Source: an optimization exercise on an open RTL-to-GDS flow (aim: small area and a short achievable clock period). Production flows keep margins and buffers that such runs may drop. Function was checked by simulation only, so behaviour that the tests miss may differ from the original. The flow treats the clock pin as an ideal source, which a real chip does not have.

==> inputs of v13 <==
==> flow/design.v (excerpt) <==
module c6288 (clk, reset, N1_wire, N18_wire, N35_wire, N52_wire, N69_wire, N86_wire, N103_wire, N120_wire, N137_wire, N154_wire, N171_wire, N188_wire, N205_wire, N222_wire, N239_wire, N256_wire, N273_wire, N290_wire, N307_wire, N324_wire, N341_wire, N358_wire, N375_wire, N392_wire, N409_wire, N426_wire, N443_wire, N460_wire, N477_wire, N494_wire, N511_wire, N528_wire,
  N545, N1581, N1901, N2223, N2548, N2877, N3211, N3552, N3895, N4241, N4591, N4946, N5308, N5672, N5971, N6123, N6150, N6160, N6170, N6180, N6190, N6200, N6210, N6220, N6230, N6240, N6250, N6260, N6270, N6280, N6288, N6287);
clock: 14.0 ns
lec_check: 0
cap_margin: 20
core_margin: 2
core_utilization: 40
cts_buf_list: sky130_fd_sc_hd__clkbuf_4 sky130_fd_sc_hd__clkbuf_8
slew_margin: 20
synth_hierarchical: 1
standard.sh (not shown) runs the stock make flow with config.mk's settings and CLKGATE_MAP_FILE= SYNTH_SCRIPT=/design/flow/synth_recipe.tcl, a recipe that flattens the netlist after the stock synthesis.
==> flow/flow/run.sh <==
#!/bin/bash
# Own layout flow: the standard flow (standard.sh) with extra ORFS make
# variables from flow/extra.txt (one VAR=value per line), e.g. a setup margin
# so that repair_timing sizes and buffers the multiplier for a short period
# rather than only for the 14 ns clock. Each step's full output goes to a log
# file in the work folder.
set -euo pipefail
mapfile -t EXTRA < <(grep -v '^#' flow/extra.txt | grep .)
bash standard.sh synth > synth.log 2>&1
bash standard.sh finish "${EXTRA[@]}" > layout.log 2>&1
==> flow/flow/extra.txt <==
SETUP_SLACK_MARGIN=9
BUFFER_PORTS_ARGS=-buffer_cell sky130_fd_sc_hd__buf_1
==> inputs of v28, as changes to v13 <==
--- a/flow/config.mk
+++ b/flow/config.mk
@@ -7,7 +7,7 @@
 export LEC_CHECK = 0
 export CAP_MARGIN = 20
 export CORE_MARGIN = 2
-export CORE_UTILIZATION = 40
+export CORE_UTILIZATION = 65
 export CTS_BUF_LIST = sky130_fd_sc_hd__clkbuf_4 sky130_fd_sc_hd__clkbuf_8
 export SLEW_MARGIN = 20
 export SYNTH_HIERARCHICAL = 1
==> inputs of v4, as changes to v13 <==
==> flow/flow/extra.txt (replaced) <==
SETUP_SLACK_MARGIN=9
BUFFER_PORTS_ARGS=-buffer_cell sky130_fd_sc_hd__buf_1
RECOVER_POWER=100
==> inputs of v9, as changes to v13 <==
==> flow/flow/run.sh (replaced) <==
#!/bin/bash
# Own layout flow: the standard flow (standard.sh) with extra ORFS make
# variables from flow/extra.txt (one VAR=value per line), e.g. a setup margin
# so that repair_timing sizes and buffers the multiplier for a short period
# rather than only for the 14 ns clock. After the standard synthesis every
# combinational cell is set to the smallest size of its footprint
# (flow/downsize.py); the resizer upsizes where timing needs it.
# Each step's full output goes to a log file in the work folder.
set -euo pipefail
mapfile -t EXTRA < <(grep -v '^#' flow/extra.txt | grep .)
bash standard.sh synth > synth.log 2>&1
RES=orfs/results/$FLOW_PLATFORM/c6288/base
python3 flow/downsize.py $FLOW_HOME/platforms/$FLOW_PLATFORM/lib/sky130_fd_sc_hd__tt_025C_1v80.lib $RES/1_2_yosys.v > downsize.log 2>&1
rm -f $RES/1_synth.odb $RES/1_synth.sdc
bash standard.sh finish "${EXTRA[@]}" > layout.log 2>&1
==> flow/flow/downsize.py (new file) <==
#!/usr/bin/env python3
"""Give every combinational cell of the synthesized netlist the smallest size
of its footprint (e.g. a22oi_2 -> a22oi_1); the resizer later upsizes only
where timing needs it. Flip-flops, tie cells and dont-use cells are left as
they are. usage: downsize.py LIB NETLIST"""
import re, sys
lib, net = sys.argv[1], sys.argv[2]
txt = open(lib).read()
cells = {}
for m in re.finditer(r'cell \("(\w+)"\)\s*\{', txt):
    body = txt[m.end():m.end() + 4000]
    fp = re.search(r'cell_footprint : "(\w+)"', body)
    ar = re.search(r'area : ([\d.]+)', body)
    if fp and ar:
        cells[m.group(1)] = (fp.group(1), float(ar.group(1)))
skip = re.compile(r'sky130_fd_sc_hd__(df|dl|sdf|edf|conb|tap|fill|decap|diode|clk|probe|lpflow|buf|inv|bufinv)')
best = {}
for c, (fp, ar) in cells.items():
    if skip.match(c):
        continue
    if fp not in best or ar < cells[best[fp]][1]:
        best[fp] = c
src = open(net).read()
n = [0]
def rep(m):
    c = m.group(1)
    if c in cells and not skip.match(c):
        b = best.get(cells[c][0], c)
        if b != c and cells[b][1] < cells[c][1] - 1e-6:
            n[0] += 1
            return b + m.group(2)
    return m.group(0)
out = re.sub(r'\b(sky130_fd_sc_hd__\w+)(\s+\S+\s*\()', rep, src)
open(net, 'w').write(out)
print(f"downsized {n[0]} cells")
==> comparison <==
- Utilization: v28 > v9 > v13 > v4.
- v28 finished clean. v9 completed with no timing, DRC or antenna violations. v4 completed and failed the layout checks on capacitance limit, slew limit. v13 ran to the end with no violations.
- Of v4 and v13, v13 has the higher register-to-register slack (gap 0.65 ns).
- Against v13, the global-route usage of v9 is higher by 0.35 points.
- Of v13 and v28, v13 has the higher worst hold slack (gap 0.10 ns).

* * *

==> trial 87: inputs <==
Another version of the RTL of c6288 (not shown whole).
Settings: LEC_CHECK=0, CAP_MARGIN=20, CORE_MARGIN=2, CORE_UTILIZATION=40, CTS_BUF_LIST=sky130_fd_sc_hd__clkbuf_4 sky130_fd_sc_hd__clkbuf_8, SLEW_MARGIN=20, SYNTH_HIERARCHICAL=1; clock period 14.0 ns.
==> flow/flow/run.sh <==
#!/bin/bash
# Own layout flow, built on the standard flow (standard.sh):
#  1. the standard synthesis;
#  2. every combinational cell set to the smallest size of its footprint
#     (flow/downsize.py); the resizer upsizes where timing needs it;
#  3. the standard flow up to CTS, with extra ORFS make variables from
#     flow/extra.txt (a setup margin, so that repair_timing works towards a
#     short period rather than only the 14 ns clock; port buffers of buf_1);
#  5. the rest of the standard flow (global route, repair, detailed route).
# Each step's full output goes to a log file of its own in the work folder.
set -euo pipefail
mapfile -t EXTRA < <(grep -v '^#' flow/extra.txt | grep .)
RES=orfs/results/$FLOW_PLATFORM/c6288/base
PLAT=$FLOW_HOME/platforms/$FLOW_PLATFORM
bash standard.sh synth > synth.log 2>&1
python3 flow/downsize.py $PLAT/lib/sky130_fd_sc_hd__tt_025C_1v80.lib $RES/1_2_yosys.v > downsize.log 2>&1
rm -f $RES/1_synth.odb $RES/1_synth.sdc
bash standard.sh cts "${EXTRA[@]}" > place_cts.log 2>&1
RES=$RES SKEW_CELLS="$(cat flow/skew_cells.txt)" LIB=$PLAT/lib/sky130_fd_sc_hd__tt_025C_1v80.lib PLATFORM_DIR=$PLAT \
  openroad -no_init -exit flow/skew.tcl > skew.log 2>&1
bash standard.sh finish "${EXTRA[@]}" > route.log 2>&1
==> flow/flow/downsize.py <==
#!/usr/bin/env python3
"""Give every combinational cell of the synthesized netlist the smallest size
of its footprint (e.g. a22oi_2 -> a22oi_1); the resizer later upsizes only
where timing needs it. Flip-flops, tie cells and dont-use cells are left as
they are. usage: downsize.py LIB NETLIST"""
import re, sys
lib, net = sys.argv[1], sys.argv[2]
txt = open(lib).read()
cells = {}
for m in re.finditer(r'cell \("(\w+)"\)\s*\{', txt):
    body = txt[m.end():m.end() + 4000]
    fp = re.search(r'cell_footprint : "(\w+)"', body)
    ar = re.search(r'area : ([\d.]+)', body)
    if fp and ar:
        cells[m.group(1)] = (fp.group(1), float(ar.group(1)))
skip = re.compile(r'sky130_fd_sc_hd__(df|dl|sdf|edf|conb|tap|fill|decap|diode|clk|probe|lpflow|buf|inv|bufinv)')
best = {}
for c, (fp, ar) in cells.items():
    if skip.match(c):
        continue
    if fp not in best or ar < cells[best[fp]][1]:
        best[fp] = c
src = open(net).read()
n = [0]
def rep(m):
    c = m.group(1)
    if c in cells and not skip.match(c):
        b = best.get(cells[c][0], c)
        if b != c and cells[b][1] < cells[c][1] - 1e-6:
            n[0] += 1
            return b + m.group(2)
    return m.group(0)
out = re.sub(r'\b(sky130_fd_sc_hd__\w+)(\s+\S+\s*\()', rep, src)
open(net, 'w').write(out)
print(f"downsized {n[0]} cells")
==> flow/flow/extra.txt <==
SETUP_SLACK_MARGIN=9.6
BUFFER_PORTS_ARGS=-buffer_cell sky130_fd_sc_hd__buf_1
==> flow/flow/skew.tcl <==
set res $::env(RES)
set cells $::env(SKEW_CELLS)
read_db $res/4_cts.odb
read_liberty $::env(LIB)
read_sdc $res/4_cts.sdc
source $::env(PLATFORM_DIR)/setRC.tcl
set_propagated_clock [all_clocks]
estimate_parasitics -placement
report_clock_skew
# group rp CLK pins by their clock net
set groups [dict create]
foreach inst [get_cells rp*] {
  set pin [get_pins [get_full_name $inst]/CLK]
  set net [get_full_name [get_nets -of_objects $pin]]
  dict lappend groups $net $pin
}
set block [ord::get_db_block]
set gi 0
foreach net [dict keys $groups] {
  incr gi
  set pins [dict get $groups $net]
  # centroid of the loads
  set sx 0; set sy 0; set n 0
  foreach p $pins {
    set i [sta::sta_to_db_inst [get_cells -of_objects $p]]
    set loc [$i getLocation]
    incr sx [lindex $loc 0]; incr sy [lindex $loc 1]; incr n
  }
  set x [expr {$sx / $n / 1000.0}]; set y [expr {$sy / $n / 1000.0}]
  set curnet $net
  set d 0
  foreach cell $cells {
    incr d
    set bn "rpdly_${gi}_$d"
    insert_buffer -buffer_cell $cell -net $curnet -load_pins $pins -location [list $x $y] -buffer_name $bn -net_name "${bn}_net"
    set curnet [get_full_name [get_nets -of_objects [lindex $pins 0]]]
  }
  puts "net $net: [llength $pins] rp clock pins behind $cells"
}
set_placement_padding -global -left 0 -right 0
detailed_placement
check_placement
estimate_parasitics -placement
report_clock_skew
report_checks -path_delay max -digits 3 -format full_clock_expanded -to [all_outputs]
report_checks -path_delay max -digits 3 -format full_clock_expanded -to [get_pins rp*/D]
report_check_types -max_slew -violators
write_db $res/4_cts.odb
==> flow/flow/skew_cells.txt <==
sky130_fd_sc_hd__clkbuf_1 sky130_fd_sc_hd__clkbuf_1 sky130_fd_sc_hd__clkbuf_4
==> trial 68: changes against trial 87 <==
==> flow/flow/run.sh (replaced) <==
#!/bin/bash
# Own layout flow: the standard flow (standard.sh) with extra ORFS make
# variables from flow/extra.txt (one VAR=value per line), e.g. a setup margin
# so that repair_timing sizes and buffers the multiplier for a short period
# rather than only for the 14 ns clock. After the standard synthesis every
# combinational cell is set to the smallest size of its footprint
# (flow/downsize.py); the resizer upsizes where timing needs it.
# Each step's full output goes to a log file in the work folder.
set -euo pipefail
mapfile -t EXTRA < <(grep -v '^#' flow/extra.txt | grep .)
bash standard.sh synth > synth.log 2>&1
RES=orfs/results/$FLOW_PLATFORM/c6288/base
python3 flow/downsize.py $FLOW_HOME/platforms/$FLOW_PLATFORM/lib/sky130_fd_sc_hd__tt_025C_1v80.lib $RES/1_2_yosys.v > downsize.log 2>&1
rm -f $RES/1_synth.odb $RES/1_synth.sdc
bash standard.sh finish "${EXTRA[@]}" > layout.log 2>&1
==> flow/flow/extra.txt (replaced) <==
SETUP_SLACK_MARGIN=9.5
BUFFER_PORTS_ARGS=-buffer_cell sky130_fd_sc_hd__buf_1
removed: flow/flow/skew.tcl
removed: flow/flow/skew_cells.txt
==> comparison <==
Against trial 68, the design area of trial 87 is lower by about 2%.
Maximum frequency: trial 68 is lower than trial 87 (6.4%).
In trial 87 the count of clock-buffer cells in the layout is higher than in trial 68, by 15.
Against trial 68, the sequential share of layout area of trial 87 is higher by 0.20 points.
In area after synthesis, trial 87 and trial 68 do not differ.
Against trial 68, the register-to-register slack of trial 87 is higher by 280 ps.
Against trial 87, the non-clock buffer count of trial 68 is higher by 10.
Synthesized cell count is the same in trial 68 and trial 87.
Trial 68 completed without violations. Trial 87 completed without violations.
Of trial 87 and trial 68, trial 87 has the higher cell count (gap about 0.4%, measured against trial 68).

port drivers added, routing unchanged:
How much do the figures lean on ideal ports? The routed layouts below were timed once more, with nothing changed but the port constraints.
Step 1 sets driving cells, clkbuf_16 on the clock port and buf_2 on the other inputs (assumed; they add their load-dependent delay and slew).
Step 2, shift: input delay + t, output delay - t, t = (earliest + latest rising clock arrival at the registers) / 2. This alone moves slack from input paths to output paths.
a / b / c = ideal / step 1 / step 2; a / b = the first two.
| run | shift t [ns] | setup WS [ns] | hold WS [ns] | latest minus earliest clock arrival (ns) | worst register clock-pin slew, ns | pins driven straight from the clock port |
|---|---|---|---|---|---|---|
| v13 | 0.402 | 9.241 / 9.241 / 9.241 | 0.698 / 0.698 / 0.698 | 0.010 / 0.011 | 0.08 / 0.08 | 1 |
| v28 | 0.411 | 9.154 / 9.154 / 9.154 | 0.594 / 0.594 / 0.594 | 0.022 / 0.023 | 0.09 / 0.09 | 1 |
| v4 | 0.403 | 8.594 / 8.594 / 8.270 | 0.702 / 0.702 / 0.702 | 0.011 / 0.011 | 0.08 / 0.08 | 1 |
| v9 | 0.406 | 9.226 / 9.226 / 9.226 | 0.652 / 0.652 / 0.652 | 0.016 / 0.016 | 0.09 / 0.09 | 1 |
| trial 87 | 0.562 | 9.903 / 9.903 / 9.903 | 0.528 / 0.528 / 0.528 | 0.321 / 0.321 | 0.10 / 0.10 | 1 |
| trial 68 | 0.413 | 9.624 / 9.624 / 9.624 | 0.836 / 0.836 / 0.836 | 0.018 / 0.018 | 0.10 / 0.10 | 1 |
Clock arrivals are far apart in trial 87, so t is only a midpoint there and step 2 fits no single register. The setup slack of v4, which loses most, moves by 0.000 ns with the drivers and by -0.324 ns with both steps. The worst setup slack also covers recovery checks on asynchronous resets.
